Source: an optimization exercise on an open RTL-to-GDS flow (aim: small area). Production flows keep margins and buffers that such runs may drop.
In this exercise RTL edits were held to simulation tests only and were not proved equivalent to the original.
Power and IR drop assume default switching activity. The flow treats the clock pin as an ideal source, which a real chip does not have.

## v59
Design QTU_FMB, start of the top module:
module QTU_FMB #(
    parameter MEM_DEPTH = 2048,
    parameter MEM_WIDTH = 8,
    parameter WORD_WIDTH = 16
)(
    input logic                             clk,
    input logic                             nrst,
    input logic                             en,
    input logic                             iAmDestination,
    input logic                             HB_Reset,
    input logic         [WORD_WIDTH-1:0]    fSourceID,
    input logic         [WORD_WIDTH-1:0]    fSourceHops,
    input logic         [WORD_WIDTH-1:0]    fQValue,
    input logic         [WORD_WIDTH-1:0]    fEnergyLeft,
    input logic         [WORD_WIDTH-1:0]    fHopsFromCH,
    input logic         [WORD_WIDTH-1:0]    fChosenCH,
    input logic         [WORD_WIDTH-1:0]    chosenCH,
    input logic         [WORD_WIDTH-1:0]    hopsFromCH,
    input logic         [WORD_WIDTH-1:0]    myQValue,
    output logic        [WORD_WIDTH-1:0]    nodeID,
    output logic        [WORD_WIDTH-1:0]    nodeHops,
    output logic        [WORD_WIDTH-1:0]    nodeEnergy,
    output logic        [WORD_WIDTH-1:0]    nodeQValue,
    output logic        [4:0]               neighborIndex,
    output logic        [WORD_WIDTH-1:0]    chosenHop,
    output logic        [4:0]               neighborCount,
    output logic                            QTUFMB_done
);
    localparam logic [1:0] s_idle    = 2'b00;
    localparam logic [1:0] s_process = 2'b01;
    localparam logic [1:0] s_output  = 2'b10;
  ...
Size: ~2600 cells after synthesis, roughly 670 flip-flops, about 240 I/O pins, ~0.030 mm2 of cells after synthesis.
clock: 10.0 ns
lec_check: 0
cap_margin: 10
core_margin: 2
core_utilization: 60
place_density: 0.72
slew_margin: 10
synth_hierarchical: 1
standard.sh (not shown) runs the stock make flow with config.mk's settings and CLKGATE_MAP_FILE= SYNTH_SCRIPT=/design/flow/synth_recipe.tcl, a recipe that flattens the netlist after the stock synthesis.
==> flow/flow/run.sh <==
#!/bin/bash
export BUFFER_PORTS_ARGS="-buffer_cell sky130_fd_sc_hd__buf_1"
export PRE_GLOBAL_PLACE_TCL="$(pwd)/flow/nobig.tcl"
export PRE_RESIZE_TCL="$(pwd)/flow/pre_resize.tcl"
export PRE_GLOBAL_ROUTE_TCL="$(pwd)/flow/pre_grt.tcl"
export CTS_ARGS="-sink_clustering_enable -repair_clock_nets -sink_clustering_size 30 -sink_clustering_max_diameter 100 -dont_use_dummy_load"
bash standard.sh > standard.log 2>&1
==> flow/flow/downsize.tcl <==
# Before the resizer's repair_design (3_4): swap every combinational cell to
# the smallest cell of its family (same function and pins, e.g. nor4_2 to
# nor4_1); repair_design then fixes any slew or capacitance this breaks.
set db [ord::get_db]
set n 0
foreach inst [[ord::get_db_block] getInsts] {
  set m [$inst getMaster]
  set name [$m getName]
  if {![regexp {^(sky130_fd_sc_hd__[a-z0-9]+)_([0-9]+)$} $name -> base drive]} { continue }
  if {[regexp {__(df|edf|sdf|sedf|dl|tap|fill|decap|conb|clkbuf|clkinv)} $name]} { continue }
  set best $m
  set barea [expr {[$m getWidth] * [$m getHeight]}]
  foreach d {0 1 2 3 4 6 8 12 16} {
    set c [$db findMaster ${base}_$d]
    if {$c eq "NULL" || $c eq ""} { continue }
    set a [expr {[$c getWidth] * [$c getHeight]}]
    if {$a < $barea} { set best $c; set barea $a }
  }
  if {$best ne $m} {
    $inst swapMaster $best
    incr n
  }
}
puts "downsize.tcl: swapped $n instances to a smaller cell"
==> flow/flow/nobig.tcl <==
set big {}
foreach m [get_lib_cells {sky130_fd_sc_hd__*_4 sky130_fd_sc_hd__*_6 sky130_fd_sc_hd__*_8 sky130_fd_sc_hd__*_12 sky130_fd_sc_hd__*_16}] {
  set n [get_name $m]
  if {[regexp {clkbuf|clkinv|decap|fill|lpflow|probe} $n]} { continue }
  lappend big $n
}
set_dont_use $big
puts "nobig.tcl: $big"
==> flow/flow/pre_grt.tcl <==
source [file join [file dirname [info script]] downsize.tcl]
source [file join [file dirname [info script]] nobig.tcl]
==> flow/flow/pre_resize.tcl <==
source [file join [file dirname [info script]] downsize.tcl]
source [file join [file dirname [info script]] nobig.tcl]
Both conditions hold for v59: the flow ran to the end and the final layout passed the timing, DRC and antenna checks.
### v59 -> v24
# v59
export LEC_CHECK = 0
export CAP_MARGIN = 10
export CORE_MARGIN = 2
export CORE_UTILIZATION = 60
export PLACE_DENSITY = 0.72
export SLEW_MARGIN = 10
export SYNTH_HIERARCHICAL = 1
create_clock -name core_clock -period 10.0 [get_ports {clk}]
# v24
export LEC_CHECK = 0
export CAP_MARGIN = 10
export CORE_MARGIN = 2
export CORE_UTILIZATION = 40
export SLEW_MARGIN = 10
export SYNTH_HIERARCHICAL = 1
create_clock -name core_clock -period 10.0 [get_ports {clk}]
--- a/flow/flow/run.sh
+++ b/flow/flow/run.sh
@@ -4,3 +4,3 @@
 export PRE_RESIZE_TCL="$(pwd)/flow/pre_resize.tcl"
-export PRE_GLOBAL_ROUTE_TCL="$(pwd)/flow/pre_grt.tcl"
+export PRE_GLOBAL_ROUTE_TCL="$(pwd)/flow/nobig.tcl"
 export CTS_ARGS="-sink_clustering_enable -repair_clock_nets -sink_clustering_size 30 -sink_clustering_max_diameter 100 -dont_use_dummy_load"
--- a/flow/flow/downsize.tcl
+++ b/flow/flow/downsize.tcl
@@ -9,3 +9,3 @@
   if {![regexp {^(sky130_fd_sc_hd__[a-z0-9]+)_([0-9]+)$} $name -> base drive]} { continue }
-  if {[regexp {__(df|edf|sdf|sedf|dl|tap|fill|decap|conb|clkbuf|clkinv)} $name]} { continue }
+  if {[regexp {__(df|edf|sdf|sedf|dl|tap|fill|decap|conb)} $name]} { continue }
   set best $m
==> flow/flow/nobig.tcl <==
set big {}
foreach m [get_lib_cells {sky130_fd_sc_hd__*_8 sky130_fd_sc_hd__*_12 sky130_fd_sc_hd__*_16}] {
  set n [get_name $m]
  if {[regexp {clkbuf|clkinv|decap|fill|lpflow|probe} $n]} { continue }
  lappend big $n
}
set_dont_use $big
puts "nobig.tcl: $big"
removed: flow/flow/pre_grt.tcl
- Looking at sequential share of layout area, v24 sits 0.81 points lower than v59 does.
- On later-pin clock latency in the skew report: between v59 and v24, it ends up higher for v24.
- On transition at the pin with the smallest max-transition slack: between v59 and v24, it ends up higher for v59.
- v24 vs. v59: design area increased by 1.8% relative to the old numbers; post-layout utilization of the core decreased by 20 points relative to the old numbers; smallest setup slack after layout increased by 0.44 ns relative to the old numbers; clock network power share increased by 0.9 points relative to the old numbers.
Here is what was changed in the inputs of v35 compared with v24.
# v24
export LEC_CHECK = 0
export CAP_MARGIN = 10
export CORE_MARGIN = 2
export CORE_UTILIZATION = 40
export SLEW_MARGIN = 10
export SYNTH_HIERARCHICAL = 1
create_clock -name core_clock -period 10.0 [get_ports {clk}]
# v35
export LEC_CHECK = 0
export CAP_MARGIN = 10
export CORE_MARGIN = 2
export CORE_UTILIZATION = 60
export PLACE_DENSITY = 0.72
export SLEW_MARGIN = 10
export SYNTH_HIERARCHICAL = 1
create_clock -name core_clock -period 10.0 [get_ports {clk}]
--- a/flow/flow/nobig.tcl
+++ b/flow/flow/nobig.tcl
@@ -1,3 +1,3 @@
 set big {}
-foreach m [get_lib_cells {sky130_fd_sc_hd__*_8 sky130_fd_sc_hd__*_12 sky130_fd_sc_hd__*_16}] {
+foreach m [get_lib_cells {sky130_fd_sc_hd__*_4 sky130_fd_sc_hd__*_6 sky130_fd_sc_hd__*_8 sky130_fd_sc_hd__*_12 sky130_fd_sc_hd__*_16}] {
   set n [get_name $m]
==> comparison <==
Start point of the critical path = fSourceID[0]: v24; start point of the critical path = fSourceID[12]: v35. In v35 the wire length turned out 5.6% lower than in v24. Final instance area on v35 is down relative to v24. v24 → v35: wire length of the first global-routing pass saw a decrease, clock-net power saw a decrease, worst-case setup margin in the final layout saw a decrease. Total routing usage reported by global routing: v35 and v24 compared, lower one is v24. Diff v24 -> v35: clock share of power decreased 1.0 points, sum of internal, switching and leakage power decreased 0.12 mW.
Changes in v42 relative to v35:
# v35
export LEC_CHECK = 0
export CAP_MARGIN = 10
export CORE_MARGIN = 2
export CORE_UTILIZATION = 60
export PLACE_DENSITY = 0.72
export SLEW_MARGIN = 10
export SYNTH_HIERARCHICAL = 1
create_clock -name core_clock -period 10.0 [get_ports {clk}]
# v42
export LEC_CHECK = 0
export CAP_MARGIN = 10
export CORE_MARGIN = 2
export CORE_UTILIZATION = 40
export SLEW_MARGIN = 10
export SYNTH_HIERARCHICAL = 1
create_clock -name core_clock -period 10.0 [get_ports {clk}]
==> comparison <==
Summary of v42 over v35: number of H-tree branching levels stayed essentially flat; critical path depth increased 1; power shows an increase of 1.9%.
Here is what was changed in the inputs of v21 compared with v42.
# v42
export LEC_CHECK = 0
export CAP_MARGIN = 10
export CORE_MARGIN = 2
export CORE_UTILIZATION = 40
export SLEW_MARGIN = 10
export SYNTH_HIERARCHICAL = 1
create_clock -name core_clock -period 10.0 [get_ports {clk}]
# v21
export LEC_CHECK = 0
export CAP_MARGIN = 10
export CORE_MARGIN = 2
export CORE_UTILIZATION = 60
export PLACE_DENSITY = 0.72
export SLEW_MARGIN = 10
export SYNTH_HIERARCHICAL = 1
create_clock -name core_clock -period 10.0 [get_ports {clk}]
==> flow/flow/nobig.tcl <==
set big {}
foreach m [get_lib_cells {sky130_fd_sc_hd__*_6 sky130_fd_sc_hd__*_8 sky130_fd_sc_hd__*_12 sky130_fd_sc_hd__*_16}] {
  set n [get_name $m]
  if {[regexp {clkbuf|clkinv|decap|fill|lpflow|probe} $n]} { continue }
  lappend big $n
}
set_dont_use $big
puts "nobig.tcl: $big"
Per the comparison of v21 with v42, transition at the pin with the smallest max-transition slack now sits higher, summed area of non-filler cells in the final layout now sits lower, final clock period utilization by the worst path now sits higher. Compared with v42, v21 shows a register-to-register setup slack that is 0.02 ns higher. Routed wire length on met3 came out higher on v21 than on v42.
The following lists how v32 was set up differently from v21:
# v21
export LEC_CHECK = 0
export CAP_MARGIN = 10
export CORE_MARGIN = 2
export CORE_UTILIZATION = 60
export PLACE_DENSITY = 0.72
export SLEW_MARGIN = 10
export SYNTH_HIERARCHICAL = 1
create_clock -name core_clock -period 10.0 [get_ports {clk}]
# v32
export LEC_CHECK = 0
export CAP_MARGIN = 10
export CORE_MARGIN = 2
export CORE_UTILIZATION = 40
export SLEW_MARGIN = 10
export SYNTH_HIERARCHICAL = 1
create_clock -name core_clock -period 10.0 [get_ports {clk}]
==> flow/flow/run.sh <==
#!/bin/bash
export BUFFER_PORTS_ARGS="-buffer_cell sky130_fd_sc_hd__buf_1"
export PRE_RESIZE_TCL="$(pwd)/flow/downsize.tcl"
export CTS_ARGS="-sink_clustering_enable -repair_clock_nets -sink_clustering_size 30 -sink_clustering_max_diameter 100 -dont_use_dummy_load"
bash standard.sh > standard.log 2>&1
removed: flow/flow/nobig.tcl
removed: flow/flow/pre_resize.tcl
--- outcome ---
v32 ends up with a relative area change from synthesis to final layout that is 3.8 points higher than in v21. Delta (v32 minus v21): total of max-cap violations about even; count of cells along the worst register-to-register path went up by 2; number of well taps went up by 297. Diff v21 -> v32: headroom to the max-slew limit higher, worst-skew pair later-pin latency higher, number of CTS-inserted buffers higher. Diff v32 and v21: smallest setup slack after layout higher in v32. Comparing v32 and v21, overall routing resource usage is lower on v32.

==> port drivers added, routing unchanged <==
In the flow no input, the clock included, has a driving cell. The finished layouts below were timed again as built, in two steps.
Step 1 assumes that a clkbuf_16 drives the clock port and a buf_2 every other input.
Step 2, shift: input delay + t, output delay - t, t = (earliest + latest rising clock arrival at the registers) / 2. This alone moves slack from input paths to output paths.
Slacks: no drivers / after step 1 / after step 2; pairs: no drivers / after step 1.
run | t, ns | setup slack, ns | worst setup path at the end | latest minus earliest clock arrival (ns) | pins driven straight from the clock port
v59 | 0.661 | 3.657 / 3.700 / 3.039 | input to register | 0.032 / 0.032 | 1
v24 | 0.655 | 4.099 / 4.136 / 3.480 | input to register | 0.138 / 0.137 | 1
v35 | 0.658 | 3.719 / 3.741 / 3.083 | input to register | 0.068 / 0.069 | 1
v42 | 0.654 | 3.737 / 3.773 / 3.119 | input to register | 0.140 / 0.140 | 1
v21 | 0.664 | 3.564 / 3.592 / 2.928 | input to register | 0.056 / 0.056 | 1
v32 | 0.659 | 4.239 / 4.280 / 3.621 | input to register | 0.144 / 0.143 | 1
After both steps every run listed still meets setup and hold.
